Source: an optimization exercise on an open RTL-to-GDS flow (aim: small area, a short achievable clock period and few clock cycles per item). Production flows keep margins and buffers that such runs may drop. No functional check of the RTL was part of any run shown here. Power figures rest on the tool's default switching activity, not on a simulated workload.

## design/flow/flow/run.sh

```bash
#!/bin/bash
# Standard layout, with the port buffers inserted as buf_1 cells instead of
# the resizer's default choice (clkdlybuf4s50_1, larger and slower).
set -euo pipefail
echo 'export BUFFER_PORTS_ARGS = -buffer_cell sky130_fd_sc_hd__buf_1' >> config.mk
bash standard.sh > standard.log 2>&1
```

## design/flow/standard.sh

```bash
#!/bin/bash
# synth_recipe.tcl (not shown) runs the flow's synth.tcl, then flattens the netlist and writes it again
# the make line also repeats each setting of config.mk as NAME=value (left out here)
make -C /OpenROAD-flow-scripts/flow DESIGN_CONFIG=/design/flow/config.mk WORK_HOME=/design/flow/orfs CLKGATE_MAP_FILE= SYNTH_SCRIPT=/design/flow/synth_recipe.tcl "${@:-finish}"
```

## design/flow/config.mk

```make
export PLATFORM = sky130hd
export DESIGN_NAME = function_calculator
export DESIGN_NICKNAME = function_calculator
export VERILOG_FILES = /design/flow/design.v
export SDC_FILE = /design/flow/constraint.sdc
export NUM_CORES = 4
export LEC_CHECK = 0
export ABC_AREA = 0
export CAP_MARGIN = 20
export CORE_MARGIN = 2
export CORE_UTILIZATION = 40
export SLEW_MARGIN = 20
export SYNTH_HIERARCHICAL = 1
export SYNTH_MINIMUM_KEEP_SIZE = 0
export BUFFER_PORTS_ARGS = -buffer_cell sky130_fd_sc_hd__buf_1
```

## design/flow/constraint.sdc

```tcl
create_clock -name core_clock -period 5.0 [get_ports {clk_i}]
set_input_delay 1.0000 -clock core_clock [delete_from_list [all_inputs] [get_ports {clk_i}]]
set_output_delay 1.0000 -clock core_clock [all_outputs]
set_load 0.01 [all_outputs]
```

## design/flow/design.v

```verilog
`timescale 1ns / 1ps
module fa3(input x, input y, input z, output s, output c);
    assign s = x ^ y ^ z;
    assign c = (x & y) | (x & z) | (y & z);
endmodule
module ha2(input x, input y, output s, output c);
    assign s = x ^ y;
    assign c = x & y;
endmodule
`timescale 1ns / 1ps
module function_calculator(
    input clk_i,
    input rst_i,
    input [15:0] sw_i,
    input start_i,
    output busy_o,
    output [15:0] y_calc
 );
    wire [7:0] b_i = sw_i[7:0];
    wire [2:0] r_d = (b_i >= 8'd216) ? 3'd6 :
                     (b_i >= 8'd125) ? 3'd5 :
                     (b_i >= 8'd64)  ? 3'd4 :
                     (b_i >= 8'd27)  ? 3'd3 :
                     (b_i >= 8'd8)   ? 3'd2 :
                     (b_i >= 8'd1)   ? 3'd1 : 3'd0;
    reg [7:0] aa;
    reg [2:0] rr;
    always @(posedge clk_i) begin
        if (rst_i) begin
            aa <= 8'd0;
            rr <= 3'd0;
        end else if (start_i) begin
            aa <= sw_i[15:8];
            rr <= r_d;
        end
    end
    wire n0 = aa[1] & ~aa[0];
    wire n1 = aa[1] & aa[0];
    wire n2 = aa[2] & ~aa[1];
    wire n3 = aa[2] & aa[1];
    wire n4 = aa[3] & ~aa[2];
    wire n5 = aa[3] & aa[2];
    wire n6 = aa[4] & ~aa[3];
    wire n7 = aa[4] & aa[3];
    wire n8 = aa[5] & ~aa[4];
    wire n9 = aa[5] & aa[4];
    wire n10 = aa[6] & ~aa[5];
    wire n11 = aa[6] & aa[5];
    wire n12 = aa[7] & ~aa[6];
    wire n13 = aa[7] & aa[6];
    wire n14 = aa[0] & aa[2];
    wire n15 = aa[0] & aa[3];
    wire n16 = aa[0] & aa[4];
    wire n17 = aa[0] & aa[5];
    wire n18 = aa[0] & aa[6];
    wire n19 = aa[0] & aa[7];
    wire n20 = aa[1] & aa[3];
    wire n21 = aa[1] & aa[4];
    wire n22 = aa[1] & aa[5];
    wire n23 = aa[1] & aa[6];
    wire n24 = aa[1] & aa[7];
    wire n25 = aa[2] & aa[4];
    wire n26 = aa[2] & aa[5];
    wire n27 = aa[2] & aa[6];
    wire n28 = aa[2] & aa[7];
    wire n29 = aa[3] & aa[5];
    wire n30 = aa[3] & aa[6];
    wire n31 = aa[3] & aa[7];
    wire n32 = aa[4] & aa[6];
    wire n33 = aa[4] & aa[7];
    wire n34 = aa[5] & aa[7];
    wire n35, n36;
    ha2 un35 (.x(n5), .y(n18), .s(n35), .c(n36));
    wire n37, n38;
    fa3 un37 (.x(n6), .y(n19), .z(n23), .s(n37), .c(n38));
    wire n39, n40;
    fa3 un39 (.x(n7), .y(n24), .z(n27), .s(n39), .c(n40));
    wire n41, n42;
    ha2 un41 (.x(n8), .y(n28), .s(n41), .c(n42));
    wire n43, n44;
    ha2 un43 (.x(n9), .y(n31), .s(n43), .c(n44));
    wire n45, n46;
    ha2 un45 (.x(n3), .y(n16), .s(n45), .c(n46));
    wire n47, n48;
    fa3 un47 (.x(n4), .y(n17), .z(n21), .s(n47), .c(n48));
    wire n49, n50;
    fa3 un49 (.x(n22), .y(n25), .z(n35), .s(n49), .c(n50));
    wire n51, n52;
    fa3 un51 (.x(n26), .y(n36), .z(n37), .s(n51), .c(n52));
    wire n53, n54;
    fa3 un53 (.x(n29), .y(n38), .z(n39), .s(n53), .c(n54));
    wire n55, n56;
    fa3 un55 (.x(n30), .y(n40), .z(n41), .s(n55), .c(n56));
    wire n57, n58;
    fa3 un57 (.x(n32), .y(n42), .z(n43), .s(n57), .c(n58));
    wire n59, n60;
    fa3 un59 (.x(n10), .y(n33), .z(n44), .s(n59), .c(n60));
    wire n61, n62;
    ha2 un61 (.x(n11), .y(n34), .s(n61), .c(n62));
    wire n63, n64;
    ha2 un63 (.x(aa[0]), .y(rr[0]), .s(n63), .c(n64));
    wire n65, n66;
    ha2 un65 (.x(rr[1]), .y(n64), .s(n65), .c(n66));
    wire n67, n68;
    fa3 un67 (.x(n0), .y(rr[2]), .z(n66), .s(n67), .c(n68));
    wire n69, n70;
    fa3 un69 (.x(n1), .y(n14), .z(n68), .s(n69), .c(n70));
    wire n71, n72;
    fa3 un71 (.x(n2), .y(n15), .z(n70), .s(n71), .c(n72));
    wire n73, n74;
    fa3 un73 (.x(n20), .y(n45), .z(n72), .s(n73), .c(n74));
    wire n75 = n46 ^ n47;
    wire n76 = n46 & n47;
    wire n77 = n48 ^ n49;
    wire n78 = n48 & n49;
    wire n79 = n50 ^ n51;
    wire n80 = n50 & n51;
    wire n81 = n52 ^ n53;
    wire n82 = n52 & n53;
    wire n83 = n54 ^ n55;
    wire n84 = n54 & n55;
    wire n85 = n56 ^ n57;
    wire n86 = n56 & n57;
    wire n87 = n58 ^ n59;
    wire n88 = n58 & n59;
    wire n89 = n60 ^ n61;
    wire n90 = n60 & n61;
    wire n91 = n12 ^ n62;
    wire n92 = n12 & n62;
    wire n93 = n76 | (n75 & n74);
    wire n94 = n75 & 1'b0;
    wire n95 = n80 | (n79 & n78);
    wire n96 = n79 & n77;
    wire n97 = n84 | (n83 & n82);
    wire n98 = n83 & n81;
    wire n99 = n88 | (n87 & n86);
    wire n100 = n87 & n85;
    wire n101 = n92 | (n91 & n90);
    wire n102 = n91 & n89;
    wire n103 = n95 | (n96 & n93);
    wire n104 = n96 & n94;
    wire n105 = n99 | (n100 & n97);
    wire n106 = n100 & n98;
    wire n107 = n105 | (n106 & n103);
    wire n108 = n106 & n104;
    wire n109 = n97 | (n98 & n103);
    wire n110 = n98 & n104;
    wire n111 = n101 | (n102 & n107);
    wire n112 = n102 & n108;
    wire n113 = n78 | (n77 & n93);
    wire n114 = n77 & n94;
    wire n115 = n82 | (n81 & n103);
    wire n116 = n81 & n104;
    wire n117 = n86 | (n85 & n109);
    wire n118 = n85 & n110;
    wire n119 = n90 | (n89 & n107);
    wire n120 = n89 & n108;
    wire n121 = 1'b0 | (n13 & n111);
    wire n122 = n13 & n112;
    wire n123 = n75 ^ n74;
    wire n124 = n77 ^ n93;
    wire n125 = n79 ^ n113;
    wire n126 = n81 ^ n103;
    wire n127 = n83 ^ n115;
    wire n128 = n85 ^ n109;
    wire n129 = n87 ^ n117;
    wire n130 = n89 ^ n107;
    wire n131 = n91 ^ n119;
    wire n132 = n13 ^ n111;
    wire [15:0] sq = {n132, n131, n130, n129, n128, n127, n126, n125, n124, n123, n73, n71, n69, n67, n65, n63};
    assign y_calc = sq;
    assign busy_o = 1'b0;
endmodule
```

==> summary.md, run 1 <==
| Metric | Value |
|---|---|
| Cts hold-fix bufs | `0` |
| Worst r2r src | `aa[6]` |
| Ant. Diodes | `0` |
| Port bufs | `34` |
| CP Launch Point | `rr[0]` |
| Root buffer cell | `clkbuf_8` |
| Worst-Margin Slew | `between 0.7 and 0.8 ns` |
| Setup CP Type | `reg2out` |
| Vias in the first global route | `between 1000 and 1500` |
| Final Cycle Share | `a little over nine tenths` |
| Pin count of the biggest net entering global routing | `15` |
| R2R depth | `2` |
| DP HPWL | `between 2000 and 2500 um` |
| Yosys synthesis warning count | `7` |
| CP required | `roughly 4.0 ns` |
| Data arrival, critical path | `roughly 4 ns` |
| Reg power frac | `a little under two fifths` |
| Cell Area, Synth | `1560 sq um` |
| Area Overhead vs Synth | `14.3%` |
| Core Footprint | `roughly 3700 sq um` |
| Slew Limit Headroom | `a little under 50%` |
| Switch Pwr | `between 0.08 and 0.09 mW` |
| Top post-synthesis cells by area | `fa_1 22%, dfxtp_1 14%, ha_1 12%` |
| Nets | `between 200 and 250` |
| Status | `no timing/DRC/antenna violations` |
| Hold path start | `rr[1]` |
| Final core utilization | `48.0%` |
| Max Slew Vio Count | `0` |
| Row count | `22` |
| Die Width | `roughly 66 um` |
| DR vias | `~1200` |
| Die area | `roughly 4400 sq um` |
| Clock sinks | `11` |
| Syn nets | `220` |
| Hold_ws | `0.517 ns` |
| R2r endpoint | `aa[6]` |
| Unique masters post-synth | `37` |
| Clk slew on worst S/H paths | `approximately 0.050 ns` |
| IO Pins | `36` |
| Leading area contributor after synthesis | `fa_1` |
| DRT Wirelength | `2940 um` |
| WL/cell | `between 10 and 15 um` |
| Top achievable clock speed | `202 MHz` |
| CP endpoint | `y_calc[13]` |
| Crit-path cells | `ha_4 -> ha_4 -> fa_2 -> fa_2 -> fa_2 -> fa_2 -> fa_2 -> a211oi_2 -> nor2_2 -> o21a_1 -> fa_2 -> buf_6` |
| Post-route ant nets | `0` |
| Initial Util | `a little over two fifths` |
| Clock Skew | `0 ns` |
| Die H | `between 60 and 70 um` |
| Total grt overflow | `0` |
| DRC Markers | `0` |
| Max Buffers Root-to-Sink | `2` |
| Post-synthesis sequential area ratio | `approximately 14%` |
| CP endpoint kind | `output pin` |
| P_int | `around 0.18 mW` |
| First-pass DRT Iterations | `4` |
| R2R Setup Slk | `between 4 and 5 ns` |
| Setup violators final | `0` |
| CP peak stage delay | `about 0.54 ns` |
| RSZ-0062 raised after global routing | `true` |
| Clk Latency, worst-skew pair | `between 0.2 and 0.25 ns` |
| P_leak | `0.856 nW` |
| CTS tree | `yes` |
| Area after detailed placement | `1650 sq um` |
| Minimum clock period | `just under 5 ns` |
| Post-Syn Instances | `around 170` |
| Design area | `1780 sq um` |
| Share of cells above drive strength 1 | `between 10% and 20%` |
| Clk pwr share | `between 30% and 40%` |
| First-pass GRT wire length | `between 4000 and 5000 um` |
| Crit path top cell by count | `fa_2` |
| Max Cap Viol | `0` |
| Antenna violations before repair | `0` |
| Pwr/cell area | `150 nW/um^2` |
| Kind of start point of the critical path | `register` |
| Syn avg cell area | `between 9 and 10 sq um` |
| GP Congestion | `about 0.73` |
| Post-synth top area share | `a little over a fifth` |
| Slowest cell on crit path | `fa_2` |
| Worst-path fanout max | `4` |
| Gr usage total | `around 14%` |
| Switching share of power | `31.1%` |
| Htree depth | `1` |
| Yosys reg bits | `11` |
| VDD IR max | `around 0.12 mV` |
| DR iter-0 viols | `26` |
| Via-to-Cell Ratio | `4.97` |
| Final Hold Violating Endpoints | `0` |
| Combinational share of power | `between 20 and 30%` |
| HP Class | `reg2reg` |
| TritonCTS buffer count | `3` |
power groups by stage:
stage               sequential (mW)  combinational (mW)  clock (mW)
global route                  0.104              0.0868      0.0949
detailed placement            0.103              0.0731           0
finish                        0.103              0.0765      0.0891
floorplan                     0.101              0.0636           0
CTS                           0.102              0.0741      0.0901
global placement              0.103              0.0710           0
registers in the layout (all words and copies together) (netlist names):
| name | count |
|---|---|
| aa | 8 |
| rr | 3 |
metrics by stage:
step / setup WS [ns] / setup TNS [ns] / std cells / total power, mW
final: 0.0576 / 0 / 243 / 0.268
after global routing: -0.0633 / -0.167 / 243 / 0.285
after CTS: -0.0191 / -0.0296 / 243 / 0.266
after detailed placement: -0.116 / -0.348 / 237 / 0.176
after global placement: -0.0474 / -0.109 / 237 / 0.174
after floorplan: 0.0298 / 0 / 169 / 0.165
layout make-up:
cell class / count / area (sq um)
fillers: 374 / 1930
multi-input cells: 133 / 1230
flip-flops and latches: 11 / 223
repair buffers: 41 / 198
well taps: 48 / 60.1
clock buffers: 4 / 45.0
inverters: 6 / 22.5
Yosys cell counts (all sizes together):
cell / number
a21oi: 4
maj3: 2
o21a: 1
nor2b: 6
xnor2: 2
conb: 1
o21ai: 3
or3: 1
fa: 17
a311oi: 1
and3: 2
and2: 28
nand2b: 2
a211oi: 3
dfxtp: 11
nor4b: 1
clkbuf: 1
nor4: 1
xor2: 3
inv: 6
nand4: 1
mux2i: 8
ha: 15
nor2: 19
nor3: 1
a2111oi: 1
buf: 18
o211ai: 2
and2b: 1
o41ai: 1
o221ai: 1
nand2: 3
a21o: 2
modules after synthesis, one instance, submodules excluded:
module,copies in the design,flops+latches,cells inside,area [sq um]
fa3,13,0,1,20.0
function_calculator,1,11,149,1210
ha2,7,0,1,12.5
worst max-delay path: cells and delay by family (launching register included):
| family | cells | cell delay [ns] |
|---|---|---|
| adder cells (fa/ha/maj) | 8 | 2.74 |
| AO/OA/AOI/OAI | 2 | 0.44 |
| flip-flops | 1 | 0.34 |
| AND/OR/NAND/NOR | 1 | 0.10 |
| buffers and inverters | 1 | 0.10 |
cells in the final DEF, fill, tap and decap left out, types with 2 or more instances in the layout:
cell type / count
a211oi_1: 2
a21o_1: 2
a21oi_1: 4
and2_1: 28
buf_1: 30
buf_2: 2
buf_4: 7
buf_6: 2
clkbuf_8: 3
dfxtp_1: 9
dfxtp_2: 2
fa_1: 10
fa_2: 7
ha_1: 13
ha_4: 2
inv_1: 6
mux2i_1: 8
nand2_1: 2
nand2b_1: 2
nor2_1: 18
nor2b_1: 6
o211ai_1: 2
o21ai_0: 2
xnor2_1: 2
xor2_1: 3
cell families after synthesis:
group,after synthesis,synth area share (%)
simple gates,66,23.6
flops,11,14.1
buf+inv,25,10.2
fa+ha+maj,34,35.2
other cells,1,0.240
compound gates,19,8.74
xor+xnor,5,2.81
mux,8,5.13
worst min path at each step:
stage	to	depth (start not counted)
floorplan	rr[1]	2
global placement	rr[1]	2
detailed placement	rr[1]	2
CTS	rr[1]	2
global route	rr[2]	2
finish	rr[1]	2
metal layers:
| metal | part of all wire (%) | vias up | GRT usage [%] |
|---|---|---|---|
| met5 | 0 | - | 0 |
| met4 | 0.37 | 0 | 1.53 |
| met3 | 3.4 | 2 | 2.36 |
| met2 | 53 | 21 | 24.6 |
| met1 | 43 | 578 | 17.1 |
| li1 | - | 607 | - |
timing repair:
action	in CTS	in global routing
gates resized for setup	10	15
buffers inserted	2	0
endpoints found under the setup margin	6	5
hold endpoints to repair	0	0
pin swaps	6	6
==> inputs of run 2 (changes only) <==
--- a/design/flow/design.v
+++ b/design/flow/design.v
@@ -102,12 +102,12 @@
     wire n65, n66;
     ha2 un65 (.x(rr[1]), .y(n64), .s(n65), .c(n66));
-    wire n67, n68;
-    fa3 un67 (.x(n0), .y(rr[2]), .z(n66), .s(n67), .c(n68));
-    wire n69, n70;
-    fa3 un69 (.x(n1), .y(n14), .z(n68), .s(n69), .c(n70));
-    wire n71, n72;
-    fa3 un71 (.x(n2), .y(n15), .z(n70), .s(n71), .c(n72));
-    wire n73, n74;
-    fa3 un73 (.x(n20), .y(n45), .z(n72), .s(n73), .c(n74));
+    wire n67 = n0 ^ rr[2];
+    wire n68 = n0 & rr[2];
+    wire n69 = n1 ^ n14;
+    wire n70 = n1 & n14;
+    wire n71 = n2 ^ n15;
+    wire n72 = n2 & n15;
+    wire n73 = n20 ^ n45;
+    wire n74 = n20 & n45;
     wire n75 = n46 ^ n47;
     wire n76 = n46 & n47;
@@ -128,45 +128,75 @@
     wire n91 = n12 ^ n62;
     wire n92 = n12 & n62;
-    wire n93 = n76 | (n75 & n74);
-    wire n94 = n75 & 1'b0;
-    wire n95 = n80 | (n79 & n78);
-    wire n96 = n79 & n77;
-    wire n97 = n84 | (n83 & n82);
-    wire n98 = n83 & n81;
-    wire n99 = n88 | (n87 & n86);
-    wire n100 = n87 & n85;
-    wire n101 = n92 | (n91 & n90);
-    wire n102 = n91 & n89;
-    wire n103 = n95 | (n96 & n93);
-    wire n104 = n96 & n94;
-    wire n105 = n99 | (n100 & n97);
-    wire n106 = n100 & n98;
-    wire n107 = n105 | (n106 & n103);
-    wire n108 = n106 & n104;
-    wire n109 = n97 | (n98 & n103);
-    wire n110 = n98 & n104;
-    wire n111 = n101 | (n102 & n107);
-    wire n112 = n102 & n108;
-    wire n113 = n78 | (n77 & n93);
-    wire n114 = n77 & n94;
-    wire n115 = n82 | (n81 & n103);
-    wire n116 = n81 & n104;
-    wire n117 = n86 | (n85 & n109);
-    wire n118 = n85 & n110;
-    wire n119 = n90 | (n89 & n107);
-    wire n120 = n89 & n108;
-    wire n121 = 1'b0 | (n13 & n111);
-    wire n122 = n13 & n112;
-    wire n123 = n75 ^ n74;
-    wire n124 = n77 ^ n93;
-    wire n125 = n79 ^ n113;
-    wire n126 = n81 ^ n103;
-    wire n127 = n83 ^ n115;
-    wire n128 = n85 ^ n109;
-    wire n129 = n87 ^ n117;
-    wire n130 = n89 ^ n107;
-    wire n131 = n91 ^ n119;
-    wire n132 = n13 ^ n111;
-    wire [15:0] sq = {n132, n131, n130, n129, n128, n127, n126, n125, n124, n123, n73, n71, n69, n67, n65, n63};
+    wire n93 = n68 | (n67 & n66);
+    wire n94 = n67 & 1'b0;
+    wire n95 = n72 | (n71 & n70);
+    wire n96 = n71 & n69;
+    wire n97 = n76 | (n75 & n74);
+    wire n98 = n75 & n73;
+    wire n99 = n80 | (n79 & n78);
+    wire n100 = n79 & n77;
+    wire n101 = n84 | (n83 & n82);
+    wire n102 = n83 & n81;
+    wire n103 = n88 | (n87 & n86);
+    wire n104 = n87 & n85;
+    wire n105 = n92 | (n91 & n90);
+    wire n106 = n91 & n89;
+    wire n107 = n70 | (n69 & n93);
+    wire n108 = n69 & n94;
+    wire n109 = n95 | (n96 & n93);
+    wire n110 = n96 & n94;
+    wire n111 = n78 | (n77 & n97);
+    wire n112 = n77 & n98;
+    wire n113 = n99 | (n100 & n97);
+    wire n114 = n100 & n98;
+    wire n115 = n86 | (n85 & n101);
+    wire n116 = n85 & n102;
+    wire n117 = n103 | (n104 & n101);
+    wire n118 = n104 & n102;
+    wire n119 = 1'b0 | (n13 & n105);
+    wire n120 = n13 & n106;
+    wire n121 = n74 | (n73 & n109);
+    wire n122 = n73 & n110;
+    wire n123 = n97 | (n98 & n109);
+    wire n124 = n98 & n110;
+    wire n125 = n111 | (n112 & n109);
+    wire n126 = n112 & n110;
+    wire n127 = n113 | (n114 & n109);
+    wire n128 = n114 & n110;
+    wire n129 = n90 | (n89 & n117);
+    wire n130 = n89 & n118;
+    wire n131 = n105 | (n106 & n117);
+    wire n132 = n106 & n118;
+    wire n133 = n119 | (n120 & n117);
+    wire n134 = n120 & n118;
+    wire n135 = n82 | (n81 & n127);
+    wire n136 = n81 & n128;
+    wire n137 = n101 | (n102 & n127);
+    wire n138 = n102 & n128;
+    wire n139 = n115 | (n116 & n127);
+    wire n140 = n116 & n128;
+    wire n141 = n117 | (n118 & n127);
+    wire n142 = n118 & n128;
+    wire n143 = n129 | (n130 & n127);
+    wire n144 = n130 & n128;
+    wire n145 = n131 | (n132 & n127);
+    wire n146 = n132 & n128;
+    wire n147 = n133 | (n134 & n127);
+    wire n148 = n134 & n128;
+    wire n149 = n67 ^ n66;
+    wire n150 = n69 ^ n93;
+    wire n151 = n71 ^ n107;
+    wire n152 = n73 ^ n109;
+    wire n153 = n75 ^ n121;
+    wire n154 = n77 ^ n123;
+    wire n155 = n79 ^ n125;
+    wire n156 = n81 ^ n127;
+    wire n157 = n83 ^ n135;
+    wire n158 = n85 ^ n137;
+    wire n159 = n87 ^ n139;
+    wire n160 = n89 ^ n141;
+    wire n161 = n91 ^ n143;
+    wire n162 = n13 ^ n145;
+    wire [15:0] sq = {n162, n161, n160, n159, n158, n157, n156, n155, n154, n153, n152, n151, n150, n149, n65, n63};
     assign y_calc = sq;
     assign busy_o = 1'b0;
==> summary.md, run 2 <==
| Metric | Value |
|---|---|
| Pwr/cell area | `146 nW/um^2 (-3.1%)` |
| Htree depth | `1 (unchanged)` |
| Top achievable clock speed | `240 MHz (+19%)` |
| Max Cap Viol | `0 (unchanged)` |
| Fraction of registers with async set/reset | `0% (unchanged)` |
| Antenna violations before repair | `0 (unchanged)` |
| DRT Wirelength | `2930 um (-0.41%)` |
| Total grt overflow | `0 (unchanged)` |
| R2r endpoint | `aa[5]` |
| Row count | `23 (+4.5%)` |
| Setup Buffers After CTS | `0 (-2)` |
| EDFF count, synth | `0 (unchanged)` |
| Post-synth top area share | `15.0% (-6.8 points)` |
| Fin Setup TNS | `0 ns (unchanged)` |
| Hold path start | `rr[1]` |
| Post-route ant nets | `0 (unchanged)` |
| DR vias | `1346 (+11%)` |
| Worst-Margin Slew | `0.767 ns (+0.00137 ns)` |
| Cts hold-fix bufs | `0 (unchanged)` |
| Yosys synthesis warning count | `7 (unchanged)` |
| Wl on met1 | `1450 um (+14%)` |
| CP required | `4.00 ns (about the same)` |
| Die Width | `69.8 um (+5.1%)` |
| DR iter-0 viols | `33 (+27%)` |
| Post-synthesis sequential area ratio | `12.7% (-1.4 points)` |
| First-pass GRT wire length | `5360 um (+12%)` |
| Max Buffers Root-to-Sink | `2 (unchanged)` |
| Core Footprint | `4090 sq um (+10%)` |
| TritonCTS buffer count | `3 (unchanged)` |
| Post-Place Setup Slack | `1.04 ns (+1.15 ns)` |
| Most common cell after layout, fill and taps aside | `buf_1` |
| Met2 wire len | `1390 um (-11%)` |
| Clk slew on worst S/H paths | `0.05 ns (about the same)` |
| Syn avg cell area | `8.54 sq um (-7.5%)` |
| Post-CTS Resized | `0 (-10)` |
| Worst r2r src | `aa[5]` |
| Leading area contributor after synthesis | `fa_1` |
| Ant. Diodes | `0 (unchanged)` |
| Top Layer Used | `met4` |
| Most frequent cells in the layout | `34 x buf_1, 29 x and2_1, 19 x ha_1` |
| Initial Util | `42.4% (+0.45 points)` |
| Minimum clock period | `4.17 ns (-0.777 ns)` |
| Cell Area, Synth | `1730 sq um (+11%)` |
| Clk Latency, worst-skew pair | `0.23 ns (about the same)` |
| Clock Skew | `0 ns (unchanged)` |
| Die area | `4880 sq um (+10%)` |
| Data arrival, critical path | `3.17 ns (-0.77 ns)` |
| Ys flop type | `dfxtp_1` |
| Max Slew Vio Count | `0 (unchanged)` |
| Kind of start point of the critical path | `register` |
| Largest registers | `aa (8), rr (3)` |
| Yosys reg bits | `11 (unchanged)` |
| Synth top cells by count | `29 x and2_1, 19 x ha_1, 17 x buf_4` |
| Met3 wire len | `74 um (-26%)` |
| HP Class | `reg2reg` |
| DRC Markers | `0 (unchanged)` |
| Vias in the first global route | `1314 (+11%)` |
| Root buffer cell | `clkbuf_8` |
| Setup violators final | `0 (unchanged)` |
| Most frequent cell after synthesis | `and2_1` |
| Worst-path fanout max | `10 (+6)` |
| GP Congestion | `0.789 (+8.7%)` |
| RSZ-0062 raised after global routing | `false` |
| DP HPWL | `2420 um (+5.0%)` |
| Setup CP Type | `reg2out` |
| Gr usage total | `12.7% (-0.81 points)` |
| Pin count of the biggest net entering global routing | `15 (unchanged)` |
| VDD IR max | `0.105 mV (-15%)` |
| Top post-synthesis cells by area | `fa_1 15%, ha_1 14%, dfxtp_1 13%` |
| Syn nets | `254 (+15%)` |
| IO Pins | `36 (unchanged)` |
| Nets | `273 (+11%)` |
| First-pass DRT Iterations | `4 (unchanged)` |
| WL/cell | `10.8 um (-11%)` |
| P_leak | `0.916 nW (+7.0%)` |
| Area Overhead vs Synth | `5.41%` |
| CP endpoint kind | `output pin` |
| Status | `no timing/DRC/antenna violations` |
| Post-Syn Instances | `203 (+20%)` |
| Final Cycle Share | `83.3% (-16 points)` |
| Share of cells above drive strength 1 | `4.98% (-11 points)` |
| CTS tree | `yes` |
| Hold EP | `rr[1]` |
| Setup ws final | `0.835 ns (+0.777 ns)` |
| Hold Path Depth | `2 (unchanged)` |
| Unique masters post-synth | `37 (unchanged)` |
| Most flop-heavy register | `aa` |
| Max reg flops | `8 (unchanged)` |
| Port bufs | `34 (unchanged)` |
| R2R Setup Slk | `4.24 ns (+0.03 ns)` |
| Via-to-Cell Ratio | `4.97 (about the same)` |
| Die H | `69.8 um (+5.1%)` |
| Clock sinks | `11 (unchanged)` |
| Final Hold Violating Endpoints | `0 (unchanged)` |
| Slew Limit Headroom | `48.9% (-0.091 points)` |
| R2R depth | `2 (unchanged)` |
run 2: layer usage:
layer | vias to the layer above | global-route usage, %
li1 | 702 | -
met1 | 623 | 16.3
met2 | 19 | 23.1
met3 | 2 | 1.60
met4 | 0 | 1.92
met5 | - | 0
run 2: worst max-delay path, cell delays in order (launching register included):
cell	delay, ns
dfxtp_1	0.48
nor2b_1	0.21
fa_1	0.43
ha_1	0.37
o211ai_2	0.11
a21oi_2	0.23
nand2b_1	0.18
a21o_1	0.15
a21oi_1	0.08
fa_1	0.37
xnor2_1	0.15
buf_1	0.17
run 2: cell type report:
type | count | area, sq um
fillers | 418 | 2260
multi-input cells | 156 | 1310
flip-flops and latches | 11 | 220
repair buffers | 34 | 128
well taps | 50 | 62.6
inverters | 16 | 60.1
clock buffers | 4 | 45.0
run 2: worst max-delay path by stage:
stage / startpoint / endpoint / slack, ns / cells after the start
2_1_floorplan: aa[3] / y_calc[10] / 1.39 / 11
3_3_place_gp: aa[3] / y_calc[10] / 1.02 / 11
3_5_place_dp: aa[3] / y_calc[10] / 1.04 / 11
4_1_cts: aa[3] / y_calc[10] / 0.78 / 11
5_1_grt: aa[1] / y_calc[15] / 0.59 / 10
6_report: aa[3] / y_calc[10] / 0.83 / 11
run 2: cell families (layout without fill, tap and decap cells):
group,Yosys count,count (layout),synth area share (%)
multiplexers,8,8,4.62
XOR/XNOR,9,9,4.55
other,1,1,0.216
AND/OR/NAND/NOR,74,74,23.2
flip-flops,11,11,12.7
buffers and inverters,36,54,11.6
AO/OA/AOI/OAI,30,30,13.2
adder cells (fa/ha/maj),34,34,29.9
run 2: power breakdown:
| part | internal, mW | leakage, nW | switching (mW) |
|---|---|---|---|
| Combinational | 0.0335 | 0.802 | 0.0429 |
| Sequential | 0.0934 | 0.0909 | 0.00895 |
| Clock | 0.0559 | 0.0228 | 0.0318 |
| Total | 0.183 | 0.916 | 0.0837 |
run 2: through the flow:
step	total power, mW	utilization, %	hold slack (ns)	instances	cell area (sq um)
3_3_place_gp	0.181	43.6	0.465	267	1780
5_1_grt	0.286	44.7	0.524	271	1830
3_5_place_dp	0.182	43.6	0.476	267	1780
6_report	0.266	44.7	0.480	271	1830
2_1_floorplan	0.172	-	0.449	203	1730
4_1_cts	0.269	44.7	0.485	271	1830
run 2: Yosys stat by module (local to each module, per instance):
module,flip-flops and latches,cell area [sq um]
ha2,0,12.5
fa3,0,20.0
function_calculator,11,1470
==> inputs of run 3 (changes only) <==
--- a/design/flow/design.v
+++ b/design/flow/design.v
@@ -102,8 +102,8 @@
     wire n65, n66;
     ha2 un65 (.x(rr[1]), .y(n64), .s(n65), .c(n66));
-    wire n67 = n0 ^ rr[2];
-    wire n68 = n0 & rr[2];
-    wire n69 = n1 ^ n14;
-    wire n70 = n1 & n14;
+    wire n67, n68;
+    fa3 un67 (.x(n0), .y(rr[2]), .z(n66), .s(n67), .c(n68));
+    wire n69, n70;
+    fa3 un69 (.x(n1), .y(n14), .z(n68), .s(n69), .c(n70));
     wire n71 = n2 ^ n15;
     wire n72 = n2 & n15;
@@ -128,75 +128,91 @@
     wire n91 = n12 ^ n62;
     wire n92 = n12 & n62;
-    wire n93 = n68 | (n67 & n66);
-    wire n94 = n67 & 1'b0;
-    wire n95 = n72 | (n71 & n70);
-    wire n96 = n71 & n69;
+    wire n93 = n72 | (n71 & n70);
+    wire n94 = n71 & 1'b0;
+    wire n95 = n74 | (n73 & n72);
+    wire n96 = n73 & n71;
     wire n97 = n76 | (n75 & n74);
     wire n98 = n75 & n73;
-    wire n99 = n80 | (n79 & n78);
-    wire n100 = n79 & n77;
-    wire n101 = n84 | (n83 & n82);
-    wire n102 = n83 & n81;
-    wire n103 = n88 | (n87 & n86);
-    wire n104 = n87 & n85;
-    wire n105 = n92 | (n91 & n90);
-    wire n106 = n91 & n89;
-    wire n107 = n70 | (n69 & n93);
-    wire n108 = n69 & n94;
-    wire n109 = n95 | (n96 & n93);
-    wire n110 = n96 & n94;
-    wire n111 = n78 | (n77 & n97);
-    wire n112 = n77 & n98;
-    wire n113 = n99 | (n100 & n97);
-    wire n114 = n100 & n98;
-    wire n115 = n86 | (n85 & n101);
-    wire n116 = n85 & n102;
-    wire n117 = n103 | (n104 & n101);
-    wire n118 = n104 & n102;
-    wire n119 = 1'b0 | (n13 & n105);
-    wire n120 = n13 & n106;
-    wire n121 = n74 | (n73 & n109);
-    wire n122 = n73 & n110;
-    wire n123 = n97 | (n98 & n109);
-    wire n124 = n98 & n110;
-    wire n125 = n111 | (n112 & n109);
-    wire n126 = n112 & n110;
-    wire n127 = n113 | (n114 & n109);
-    wire n128 = n114 & n110;
-    wire n129 = n90 | (n89 & n117);
-    wire n130 = n89 & n118;
-    wire n131 = n105 | (n106 & n117);
-    wire n132 = n106 & n118;
-    wire n133 = n119 | (n120 & n117);
-    wire n134 = n120 & n118;
-    wire n135 = n82 | (n81 & n127);
-    wire n136 = n81 & n128;
-    wire n137 = n101 | (n102 & n127);
-    wire n138 = n102 & n128;
-    wire n139 = n115 | (n116 & n127);
-    wire n140 = n116 & n128;
-    wire n141 = n117 | (n118 & n127);
-    wire n142 = n118 & n128;
-    wire n143 = n129 | (n130 & n127);
-    wire n144 = n130 & n128;
-    wire n145 = n131 | (n132 & n127);
-    wire n146 = n132 & n128;
-    wire n147 = n133 | (n134 & n127);
-    wire n148 = n134 & n128;
-    wire n149 = n67 ^ n66;
-    wire n150 = n69 ^ n93;
-    wire n151 = n71 ^ n107;
-    wire n152 = n73 ^ n109;
-    wire n153 = n75 ^ n121;
-    wire n154 = n77 ^ n123;
-    wire n155 = n79 ^ n125;
-    wire n156 = n81 ^ n127;
-    wire n157 = n83 ^ n135;
-    wire n158 = n85 ^ n137;
-    wire n159 = n87 ^ n139;
-    wire n160 = n89 ^ n141;
-    wire n161 = n91 ^ n143;
-    wire n162 = n13 ^ n145;
-    wire [15:0] sq = {n162, n161, n160, n159, n158, n157, n156, n155, n154, n153, n152, n151, n150, n149, n65, n63};
+    wire n99 = n78 | (n77 & n76);
+    wire n100 = n77 & n75;
+    wire n101 = n80 | (n79 & n78);
+    wire n102 = n79 & n77;
+    wire n103 = n82 | (n81 & n80);
+    wire n104 = n81 & n79;
+    wire n105 = n84 | (n83 & n82);
+    wire n106 = n83 & n81;
+    wire n107 = n86 | (n85 & n84);
+    wire n108 = n85 & n83;
+    wire n109 = n88 | (n87 & n86);
+    wire n110 = n87 & n85;
+    wire n111 = n90 | (n89 & n88);
+    wire n112 = n89 & n87;
+    wire n113 = n92 | (n91 & n90);
+    wire n114 = n91 & n89;
+    wire n115 = 1'b0 | (n13 & n92);
+    wire n116 = n13 & n91;
+    wire n117 = n95 | (n96 & n70);
+    wire n118 = n96 & 1'b0;
+    wire n119 = n97 | (n98 & n93);
+    wire n120 = n98 & n94;
+    wire n121 = n99 | (n100 & n95);
+    wire n122 = n100 & n96;
+    wire n123 = n101 | (n102 & n97);
+    wire n124 = n102 & n98;
+    wire n125 = n103 | (n104 & n99);
+    wire n126 = n104 & n100;
+    wire n127 = n105 | (n106 & n101);
+    wire n128 = n106 & n102;
+    wire n129 = n107 | (n108 & n103);
+    wire n130 = n108 & n104;
+    wire n131 = n109 | (n110 & n105);
+    wire n132 = n110 & n106;
+    wire n133 = n111 | (n112 & n107);
+    wire n134 = n112 & n108;
+    wire n135 = n113 | (n114 & n109);
+    wire n136 = n114 & n110;
+    wire n137 = n115 | (n116 & n111);
+    wire n138 = n116 & n112;
+    wire n139 = n121 | (n122 & n70);
+    wire n140 = n122 & 1'b0;
+    wire n141 = n123 | (n124 & n93);
+    wire n142 = n124 & n94;
+    wire n143 = n125 | (n126 & n117);
+    wire n144 = n126 & n118;
+    wire n145 = n127 | (n128 & n119);
+    wire n146 = n128 & n120;
+    wire n147 = n129 | (n130 & n121);
+    wire n148 = n130 & n122;
+    wire n149 = n131 | (n132 & n123);
+    wire n150 = n132 & n124;
+    wire n151 = n133 | (n134 & n125);
+    wire n152 = n134 & n126;
+    wire n153 = n135 | (n136 & n127);
+    wire n154 = n136 & n128;
+    wire n155 = n137 | (n138 & n129);
+    wire n156 = n138 & n130;
+    wire n157 = n147 | (n148 & n70);
+    wire n158 = n148 & 1'b0;
+    wire n159 = n149 | (n150 & n93);
+    wire n160 = n150 & n94;
+    wire n161 = n151 | (n152 & n117);
+    wire n162 = n152 & n118;
+    wire n163 = n153 | (n154 & n119);
+    wire n164 = n154 & n120;
+    wire n165 = n155 | (n156 & n139);
+    wire n166 = n156 & n140;
+    wire n167 = n71 ^ n70;
+    wire n168 = n73 ^ n93;
+    wire n169 = n75 ^ n117;
+    wire n170 = n77 ^ n119;
+    wire n171 = n79 ^ n139;
+    wire n172 = n81 ^ n141;
+    wire n173 = n83 ^ n143;
+    wire n174 = n85 ^ n145;
+    wire n175 = n87 ^ n157;
+    wire n176 = n89 ^ n159;
+    wire n177 = n91 ^ n161;
+    wire n178 = n13 ^ n163;
+    wire [15:0] sq = {n178, n177, n176, n175, n174, n173, n172, n171, n170, n169, n168, n167, n69, n67, n65, n63};
     assign y_calc = sq;
     assign busy_o = 1'b0;
==> summary.md, run 3 <==
| Metric | Value |
|---|---|
| Status | `no timing/DRC/antenna violations` |
| Die H | `68.1 um (-2.4%)` |
| Clock sinks | `11 (unchanged)` |
| Area Overhead vs Synth | `6.01%` |
| Pwr/cell area | `153 nW/um^2 (+5.0%)` |
| Clock Skew | `0 ns (unchanged)` |
| DR iter-0 viols | `25 (-24%)` |
| Most flop-heavy register | `aa` |
| P_leak | `0.890 nW (-2.8%)` |
| Port bufs | `34 (unchanged)` |
| Nets | `253 (-7.3%)` |
| Most frequent cell after synthesis | `and2_1` |
| First-pass GRT wire length | `5340 um (-0.39%)` |
| Minimum clock period | `4.43 ns (+0.261 ns)` |
| Via-to-Cell Ratio | `4.98 (+0.19%)` |
| Crit path top cell by count | `fa_1` |
| Cts hold-fix bufs | `0 (unchanged)` |
| Clk Latency, worst-skew pair | `0.24 ns (about the same)` |
| Yosys reg bits | `11 (unchanged)` |
| WL/cell | `11.9 um (+10%)` |
| Setup Buffers After CTS | `0 (unchanged)` |
| Synth top cells by count | `29 x and2_1, 18 x ha_1, 17 x buf_4` |
| Yosys synthesis warning count | `7 (unchanged)` |
| Ant. Diodes | `0 (unchanged)` |
| Crit-path cells | `ha_1 -> ha_1 -> fa_1 -> fa_1 -> fa_1 -> a211oi_2 -> o21ai_2 -> o2111ai_1 -> nand2_1 -> xnor2_1 -> buf_1` |
| Htree depth | `1 (unchanged)` |
| Post-CTS Resized | `0 (unchanged)` |
| CP Launch Point | `aa[0]` |
| Most frequent cells in the layout | `34 x buf_1, 29 x and2_1, 18 x ha_1` |
| Post-synthesis sequential area ratio | `13.4% (+0.69 points)` |
| Ys flop type | `dfxtp_1` |
| GP Congestion | `0.734 (-6.9%)` |
| R2r endpoint | `rr[0]` |
| Worst Path Buf+Inv | `1 (unchanged)` |
| Hold Path Depth | `2 (unchanged)` |
| Post-synth top area share | `14.6% (-0.41 points)` |
| Design area | `1740 sq um (-4.6%)` |
| Worst-Margin Slew | `0.795 ns (+0.0279 ns)` |
| Slowest cell on crit path | `fa_1` |
| Most common cell after layout, fill and taps aside | `buf_1` |
| Data arrival, critical path | `3.43 ns (+0.26 ns)` |
| Total power | `0.267 mW (+0.14%)` |
| IO Pins | `36 (unchanged)` |
| Clk slew on worst S/H paths | `0.05 ns (about the same)` |
| Fraction of registers with async set/reset | `0% (unchanged)` |
| Max reg flops | `8 (unchanged)` |
| Initial Util | `41.4% (-1.0 points)` |
| DRT Wirelength | `3010 um (+2.7%)` |
| VDD IR max | `0.168 mV (+60%)` |
| Syn avg cell area | `8.94 sq um (+4.7%)` |
| Top post-synthesis cells by area | `fa_1 15%, ha_1 14%, dfxtp_1 13%` |
| RSZ-0062 raised after global routing | `false` |
| Max Cap Viol | `0 (unchanged)` |
| First-pass DRT Iterations | `4 (unchanged)` |
| Core Footprint | `3970 sq um (-2.8%)` |
| Row count | `23 (unchanged)` |
| HP Class | `reg2reg` |
| R2R Setup Slk | `4.13 ns (-0.11 ns)` |
| Syn nets | `233 (-8.3%)` |
| Top achievable clock speed | `226 MHz (-5.9%)` |
| Final Hold Violating Endpoints | `0 (unchanged)` |
| CP delay by family, top | `adder cells` |
| Hold path start | `rr[1]` |
| Die Width | `68.1 um (-2.4%)` |
| TritonCTS buffer count | `3 (unchanged)` |
| Vias in the first global route | `1215 (-7.5%)` |
| Max Buffers Root-to-Sink | `2 (unchanged)` |
| CTS tree | `yes` |
| Post-Syn Instances | `184 (-9.4%)` |
| Fin Setup TNS | `0 ns (unchanged)` |
| Worst-path fanout max | `10 (unchanged)` |
| Leading area contributor after synthesis | `fa_1` |
| EDFF count, synth | `0 (unchanged)` |
| Largest registers | `aa (8), rr (3)` |
| Hold EP | `rr[1]` |
| Final core utilization | `43.9% (-0.81 points)` |
| Setup violators final | `0 (unchanged)` |
| Unique masters post-synth | `35 (-5.4%)` |
| Kind of start point of the critical path | `register` |
| DRC Markers | `0 (unchanged)` |
| Setup CP Type | `reg2out` |
| DP HPWL | `2370 um (-1.8%)` |
| Die area | `4640 sq um (-4.8%)` |
| Antenna violations before repair | `0 (unchanged)` |
| Area after detailed placement | `1700 sq um (-4.7%)` |
| Cell Area, Synth | `1650 sq um (-5.1%)` |
| DR vias | `1259 (-6.5%)` |
| CP peak stage delay | `0.51 ns (+0.03 ns)` |
| Total grt overflow | `0 (unchanged)` |
| Final Cycle Share | `88.5% (+5.2 points)` |
| Gr usage total | `14.8% (+2.1 points)` |
| Slew Limit Headroom | `47.0% (-1.9 points)` |
| Worst r2r src | `rr[0]` |
| Share of cells above drive strength 1 | `5.42% (+0.44 points)` |
| Pin count of the biggest net entering global routing | `15 (unchanged)` |
| Root buffer cell | `clkbuf_8` |
| CP endpoint kind | `output pin` |
| Post-route ant nets | `0 (unchanged)` |
| R2R depth | `2 (unchanged)` |
| CP required | `4.00 ns (about the same)` |
| Max Slew Vio Count | `0 (unchanged)` |
[run 3: cell types whose count changed after synthesis, moves of 3 or more]
cell and change:
nor2_1 -3, o21ai_0 -3, a31oi_1 +3, nand2b_1 -7, inv_1 -11, a21o_1 +3
[run 3: how the worst max path moves through the flow]
stage,to,slack (ns),cells past startpoint
4_1_cts,y_calc[15],0.52,11
2_1_floorplan,y_calc[15],1.04,11
3_3_place_gp,y_calc[15],0.82,11
6_report,y_calc[15],0.57,11
3_5_place_dp,y_calc[15],0.81,11
5_1_grt,y_calc[15],0.34,11
[run 3: cells by family after synthesis]
group	after synthesis	share of synthesized area (%)
simple gates	56	18.3
compound gates	40	17.9
fa+ha+maj	32	29.5
buf+inv	24	9.43
xor+xnor	12	6.39
flops	11	13.4
mux	8	4.87
other cells	1	0.228
[run 3: power by group]
group	internal, mW	leakage, nW	switching (mW)	total (mW)
Combinational	0.0324	0.776	0.0419	0.0742
Sequential	0.0935	0.0909	0.00983	0.103
Clock	0.0560	0.0228	0.0333	0.0893
Total	0.182	0.890	0.0850	0.267
[run 3: tightest hold or removal path, delay by kind of cell (launching register included)]
family / cells / cell delay [ns]
AO/OA/AOI/OAI: 1 / 0.05
AND/OR/NAND/NOR: 1 / 0.06
flip-flops: 1 / 0.31
[run 3: routing by layer]
metal / share of wire [%] / track usage, %
met5: 0 / 0
met2: 46 / 25.5
met4: 1.0 / 3.25
met3: 3.7 / 3.13
met1: 49 / 19.1
[run 3: Yosys stat by module (local to each module, per instance)]
module,flops+latches,area [sq um],copies in the design
fa3,0,20.0,11
function_calculator,11,1340,1
ha2,0,12.5,7
[run 3: final cells by class]
type                    instances  area, sq um
well taps                      50         62.6
clock buffers                   4         45.0
multi-input cells             149         1270
flip-flops and latches         11          220
repair buffers                 34          128
inverters                       5         18.8
fillers                       419         2230
[run 3: per-stage QoR]
stage / setup WS, ns / instances / hold slack (ns)
3_3_place_gp: 0.820 / 249 / 0.469
4_1_cts: 0.525 / 253 / 0.477
5_1_grt: 0.342 / 253 / 0.539
6_report: 0.574 / 253 / 0.475
3_5_place_dp: 0.809 / 249 / 0.468
2_1_floorplan: 1.04 / 184 / 0.443

## static timing again, ports no longer ideal
In the flow no input, the clock included, has a driving cell. The finished layouts below were timed again as built, in two steps.
Step 1: set_driving_cell puts a clkbuf_16 on clk_i and a buf_2 on each other input, an assumption about the parent block.
Step 2 also shifts input and output timing later by t, the mid clock arrival at the registers, as if the neighbouring blocks saw the same clock.
a / b / c = ideal / step 1 / step 2; a / b = the first two.
run | shift t [ns] | slack for setup (ns) | hold WS [ns] | latest minus earliest clock arrival (ns) | worst slew at a driven data input, ns
run 1 | 0.256 | 0.058 / 0.040 / 0.296 | 0.517 / 0.517 / 0.517 | 0.002 / 0.002 | 0.04
run 2 | 0.252 | 0.835 / 0.814 / 1.066 | 0.480 / 0.480 / 0.480 | 0.003 / 0.002 | 0.03
run 3 | 0.258 | 0.574 / 0.554 / 0.812 | 0.475 / 0.475 / 0.475 | 0.001 / 0.001 | 0.04
After both steps every run listed still meets setup and hold.
